Source: an optimization exercise on an open RTL-to-GDS flow (aim: small area, a short achievable clock period and few clock cycles per item). Production flows keep margins and buffers that such runs may drop. Only simulation tests tie the RTL to the original design; equivalence was not proved. No activity file was given, so power comes from the tool's default toggle rates.

== build 23 ==
==> flow/design.v <==
module riscv_base_divider (
    input           clk_i,
    input           rst_i,
    input           opcode_valid_i,
    input  [31:0]   opcode_opcode_i,
    input  [31:0]   opcode_pc_i,
    input           opcode_invalid_i,
    input  [4:0]    opcode_rd_idx_i,
    input  [4:0]    opcode_ra_idx_i,
    input  [4:0]    opcode_rb_idx_i,
    input  [31:0]   opcode_ra_operand_i,
    input  [31:0]   opcode_rb_operand_i,
    output          writeback_valid_o,
    output [31:0]   writeback_value_o
);
    wire inst_div_w  = (opcode_opcode_i & 32'hfe00707f) == 32'h2004033;
    wire inst_divu_w = (opcode_opcode_i & 32'hfe00707f) == 32'h2005033;
    wire inst_rem_w  = (opcode_opcode_i & 32'hfe00707f) == 32'h2006033;
    wire inst_remu_w = (opcode_opcode_i & 32'hfe00707f) == 32'h2007033;
    wire div_rem_inst_w = inst_div_w | inst_divu_w | inst_rem_w | inst_remu_w;
    wire valid_req_w = opcode_valid_i & div_rem_inst_w & ~opcode_invalid_i;
    localparam [1:0] S_IDLE = 2'd0, S_SETUP = 2'd1, S_ITER = 2'd2;
    reg [1:0]  state_q;
    reg        valid_q;
    reg [32:0] rem_q;      
    reg [32:0] div_q;      
    reg [31:0] quo_q;      
    reg [5:0]  cnt_q;      
    reg [5:0]  mb_q;       
    reg        is_div_q;
    reg        an_q;       
    reg        sub_q;      
    function [5:0] sigbits;
        input [31:0] v;
        input        top;
        reg [31:0] y;
        reg [31:0] x;
        reg [15:0] n1; reg [15:0] p1;
        reg [7:0]  n2; reg [15:0] p2;
        reg [3:0]  n3; reg [11:0] p3;
        reg [1:0]  n4; reg [7:0]  p4;
        integer i;
        begin
            y = v ^ {top, v[31:1]};
            x = {y[30:0], 1'b1};
            for (i = 0; i < 16; i = i + 1) begin
                n1[i] = x[2*i+1] | x[2*i];
                p1[i] = x[2*i+1];
            end
            for (i = 0; i < 8; i = i + 1) begin
                n2[i] = n1[2*i+1] | n1[2*i];
                p2[2*i+:2] = n1[2*i+1] ? {1'b1, p1[2*i+1]} : {1'b0, p1[2*i]};
            end
            for (i = 0; i < 4; i = i + 1) begin
                n3[i] = n2[2*i+1] | n2[2*i];
                p3[3*i+:3] = n2[2*i+1] ? {1'b1, p2[2*(2*i+1)+:2]} : {1'b0, p2[2*(2*i)+:2]};
            end
            for (i = 0; i < 2; i = i + 1) begin
                n4[i] = n3[2*i+1] | n3[2*i];
                p4[4*i+:4] = n3[2*i+1] ? {1'b1, p3[3*(2*i+1)+:3]} : {1'b0, p3[3*(2*i)+:3]};
            end
            sigbits = y[31] ? 6'd32 : {1'b0, n4[1] ? {1'b1, p4[7:4]} : {1'b0, p4[3:0]}};
        end
    endfunction
    wire        sgn_w   = ~opcode_opcode_i[12];
    wire        an_in_w = sgn_w & opcode_ra_operand_i[31];
    wire        bn_in_w = sgn_w & opcode_rb_operand_i[31];
    wire        sub_in_w = ~(an_in_w ^ bn_in_w);
    reg  [32:0] lowz_w;
    integer     m, e;
    always @* begin
        lowz_w = {~opcode_rb_operand_i, 1'b1};
        for (e = 1; e < 64; e = e * 2)
            for (m = 0; m < 33; m = m + 1)
                if (m % (2*e) == 2*e-1) lowz_w[m] = lowz_w[m] & lowz_w[m-e];
        for (e = 16; e >= 1; e = e / 2)
            for (m = 0; m < 33; m = m + 1)
                if (m >= 3*e-1 && (m - (3*e-1)) % (2*e) == 0) lowz_w[m] = lowz_w[m] & lowz_w[m-e];
    end
    reg  [33:0] pg_g, pg_p;
    integer     k, d;
    always @* begin
        pg_g = {rem_q & div_q, 1'b1};
        pg_p = {rem_q ^ div_q, 1'b0};
        for (d = 1; d < 64; d = d * 2)
            for (k = 0; k < 34; k = k + 1)
                if (k % (2*d) == 2*d-1) begin
                    pg_g[k] = pg_g[k] | (pg_p[k] & pg_g[k-d]);
                    pg_p[k] = pg_p[k] & pg_p[k-d];
                end
        for (d = 16; d >= 1; d = d / 2)
            for (k = 0; k < 34; k = k + 1)
                if (k >= 3*d-1 && (k - (3*d-1)) % (2*d) == 0) begin
                    pg_g[k] = pg_g[k] | (pg_p[k] & pg_g[k-d]);
                    pg_p[k] = pg_p[k] & pg_p[k-d];
                end
    end
    wire [32:0] hp_w    = rem_q ^ div_q;
    wire [32:0] t_w     = hp_w ^ pg_g[32:0];
    wire        tzero_w = &hp_w;
    wire        acc_w   = an_q ? (t_w[32] | tzero_w) : ~t_w[32];
    wire [6:0]  s_w      = {1'b0, cnt_q} - {1'b0, mb_q} + {6'd0, an_q};
    reg  [32:0] dsh_w;
    integer     j;
    always @* begin
        dsh_w = div_q;
        for (j = 0; j < 6; j = j + 1)
            if (s_w[j]) dsh_w = (dsh_w << (1 << j)) | ((33'd1 << (1 << j)) - 33'd1);
    end
    wire        bzero_q  = (mb_q == 6'd0) & (an_q ^ sub_q);
    wire        negq_w   = is_div_q & ~sub_q & ~bzero_q;
    wire        presub_w = acc_w & ~(is_div_q & sub_q);
    wire        last_w   = (cnt_q == 6'd0);
    wire       early_w = (state_q == S_SETUP) & ~an_q & (cnt_q < mb_q);
    wire       idle_w  = (state_q == S_IDLE) | early_w;
    always @(posedge clk_i or posedge rst_i) begin
        if (rst_i) begin
            state_q <= S_IDLE;
            valid_q <= 1'b0;
        end else begin
            valid_q <= 1'b0;
            case (state_q)
                S_IDLE:  if (valid_req_w) state_q <= S_SETUP;
                S_SETUP: if (early_w) begin
                             if (!valid_req_w) state_q <= S_IDLE;
                         end else if (bzero_q | ~acc_w | tzero_w) begin
                             state_q <= S_IDLE;
                             valid_q <= 1'b1;
                         end else
                             state_q <= S_ITER;
                default: if (last_w) begin
                             state_q <= S_IDLE;
                             valid_q <= 1'b1;
                         end
            endcase
        end
    end
    wire [5:0] ma_in_w = sigbits(opcode_ra_operand_i, an_in_w);
    wire [5:0] mb_in_w = sigbits(opcode_rb_operand_i, bn_in_w);
    always @(posedge clk_i) begin
        case ({idle_w, state_q})
            {1'b1, S_IDLE}, {1'b1, S_SETUP}: begin
                quo_q    <= 32'd0;
                is_div_q <= ~opcode_opcode_i[13];
                an_q     <= an_in_w;
                sub_q    <= sub_in_w;
                rem_q    <= {an_in_w, opcode_ra_operand_i};
                div_q    <= {bn_in_w, opcode_rb_operand_i} ^ ({33{sub_in_w}} | lowz_w);
                cnt_q    <= ma_in_w;
                mb_q     <= mb_in_w;
            end
            {1'b0, S_SETUP}: begin
                if (presub_w & ~bzero_q) rem_q <= t_w;
                quo_q <= {{31{bzero_q | (negq_w & acc_w)}},
                          bzero_q | (negq_w & acc_w) | (tzero_w & is_div_q & sub_q)};
                div_q <= dsh_w;
                cnt_q <= s_w[5:0];
            end
            default: begin
                if (acc_w) rem_q <= t_w;
                quo_q <= {quo_q[30:0], acc_w ^ negq_w};
                div_q <= {div_q[32], div_q[32:1]};
                cnt_q <= cnt_q - 6'd1;
            end
        endcase
    end
    assign writeback_valid_o = valid_q | early_w;
    assign writeback_value_o = is_div_q ? quo_q : rem_q[31:0];
endmodule
Settings: LEC_CHECK=0, CAP_MARGIN=20, CORE_MARGIN=2, CORE_UTILIZATION=40, CTS_BUF_LIST=sky130_fd_sc_hd__clkbuf_8, SETUP_SLACK_MARGIN=2.3, SLEW_MARGIN=20; clock period 6.0 ns.
standard.sh (not shown) runs the stock make flow with config.mk's settings and CLKGATE_MAP_FILE= SYNTH_SCRIPT=/design/flow/synth_recipe.tcl, a recipe that flattens the netlist after the stock synthesis.
==> flow/flow/run.sh <==
#!/bin/bash
set -euo pipefail
export BUFFER_PORTS_ARGS="-buffer_cell sky130_fd_sc_hd__buf_1"
bash standard.sh > flow.log 2>&1
Testbench counts of build 23, summed over its fixed seeds: cycles 23,597, divs 3,200.
## Diff of input files: build 22 against build 23
-- flow/config.mk --
<<< build 23, line 10
export CORE_UTILIZATION = 40
>>> build 22, line 10
export CORE_UTILIZATION = 33
<<< build 23, line 12
export SETUP_SLACK_MARGIN = 2.3
>>> build 22, line 12
export SETUP_SLACK_MARGIN = 2.4
Notes after the runs:
- Compared with build 23, build 22 shows a higher number of buffers outside the clock class in the layout.
- Compared with build 23, in build 22 cell count increased by about 4.5% relative to the old numbers, data-path buffer share of cell area in the final layout went up, wire length of the first global-routing pass increased by 1.9% relative to the old numbers, overall power after layout rose by about 1.2%.
- Compare build 23 and build 22 | number of violations reported at the end of detailed-routing iteration 0 lower: build 22
- | final HPWL from detailed placement | lower: build 23 |
Input changes introduced in build 3 (baseline for comparison: build 22):
-- flow/config.mk --
<<< build 22, line 10
export CORE_UTILIZATION = 33
export CTS_BUF_LIST = sky130_fd_sc_hd__clkbuf_8
>>> build 3, line 10
export CORE_UTILIZATION = 40
Notes after the runs:
- Build 3 vs. build 22: combinational power roughly the same; number of standard cells in the layout, taps in and fillers out lower.
- Build 3 ended up with a higher clock network fraction of total power than build 22 did.
- Run comparison: build 3 library cell contributing the largest single delay on the critical path sky130_fd_sc_hd__edfxtp_1; build 22 library cell contributing the largest single delay on the critical path sky130_fd_sc_hd__dfxtp_1
- Compared to build 22, build 3 has die height 9.0% lower.
- Changes observed in build 3 relative to build 22: final design area excluding fillers up about 1.3%, total power went up 8.5%, first-pass GRT wire length decreased by 1.4% relative to the old numbers.
- Comparing final cycle utilization of the critical path for build 22 and build 3, the bigger number came from build 22.

-- static timing again, ports no longer ideal --
No port has a modelled driver above. Below, the same layouts with a new extraction and two added sets of constraints. Step 1 sets driving cells, clkbuf_16 on the clock port and buf_2 on the other inputs (assumed; they add their load-dependent delay and slew). Step 2 adds t to the input delays and takes it off the output delays; t is the mean of the earliest and latest rising clock arrival at the registers after step 1. Input paths then give back, and output paths get back, about the clock's delay inside the block. Three values: ideal, step 1, step 2; two values: the first two.
run | shift t [ns] | setup slack, ns | worst hold slack (ns) | worst slew at a driven data input, ns
build 23 | 0.495 | 2.424 / 2.424 / 2.092 | 0.454 / 0.454 / 0.454 | 0.06
build 22 | 0.499 | 2.307 / 2.307 / 2.145 | 0.453 / 0.453 / 0.453 | 0.05
build 3 | 0.468 | 2.476 / 2.476 / 2.086 | 0.449 / 0.449 / 0.449 | 0.06
After both steps every run listed still meets setup and hold. The setup slack of build 3, which loses most, moves by 0.000 ns with the drivers and by -0.390 ns with both steps.
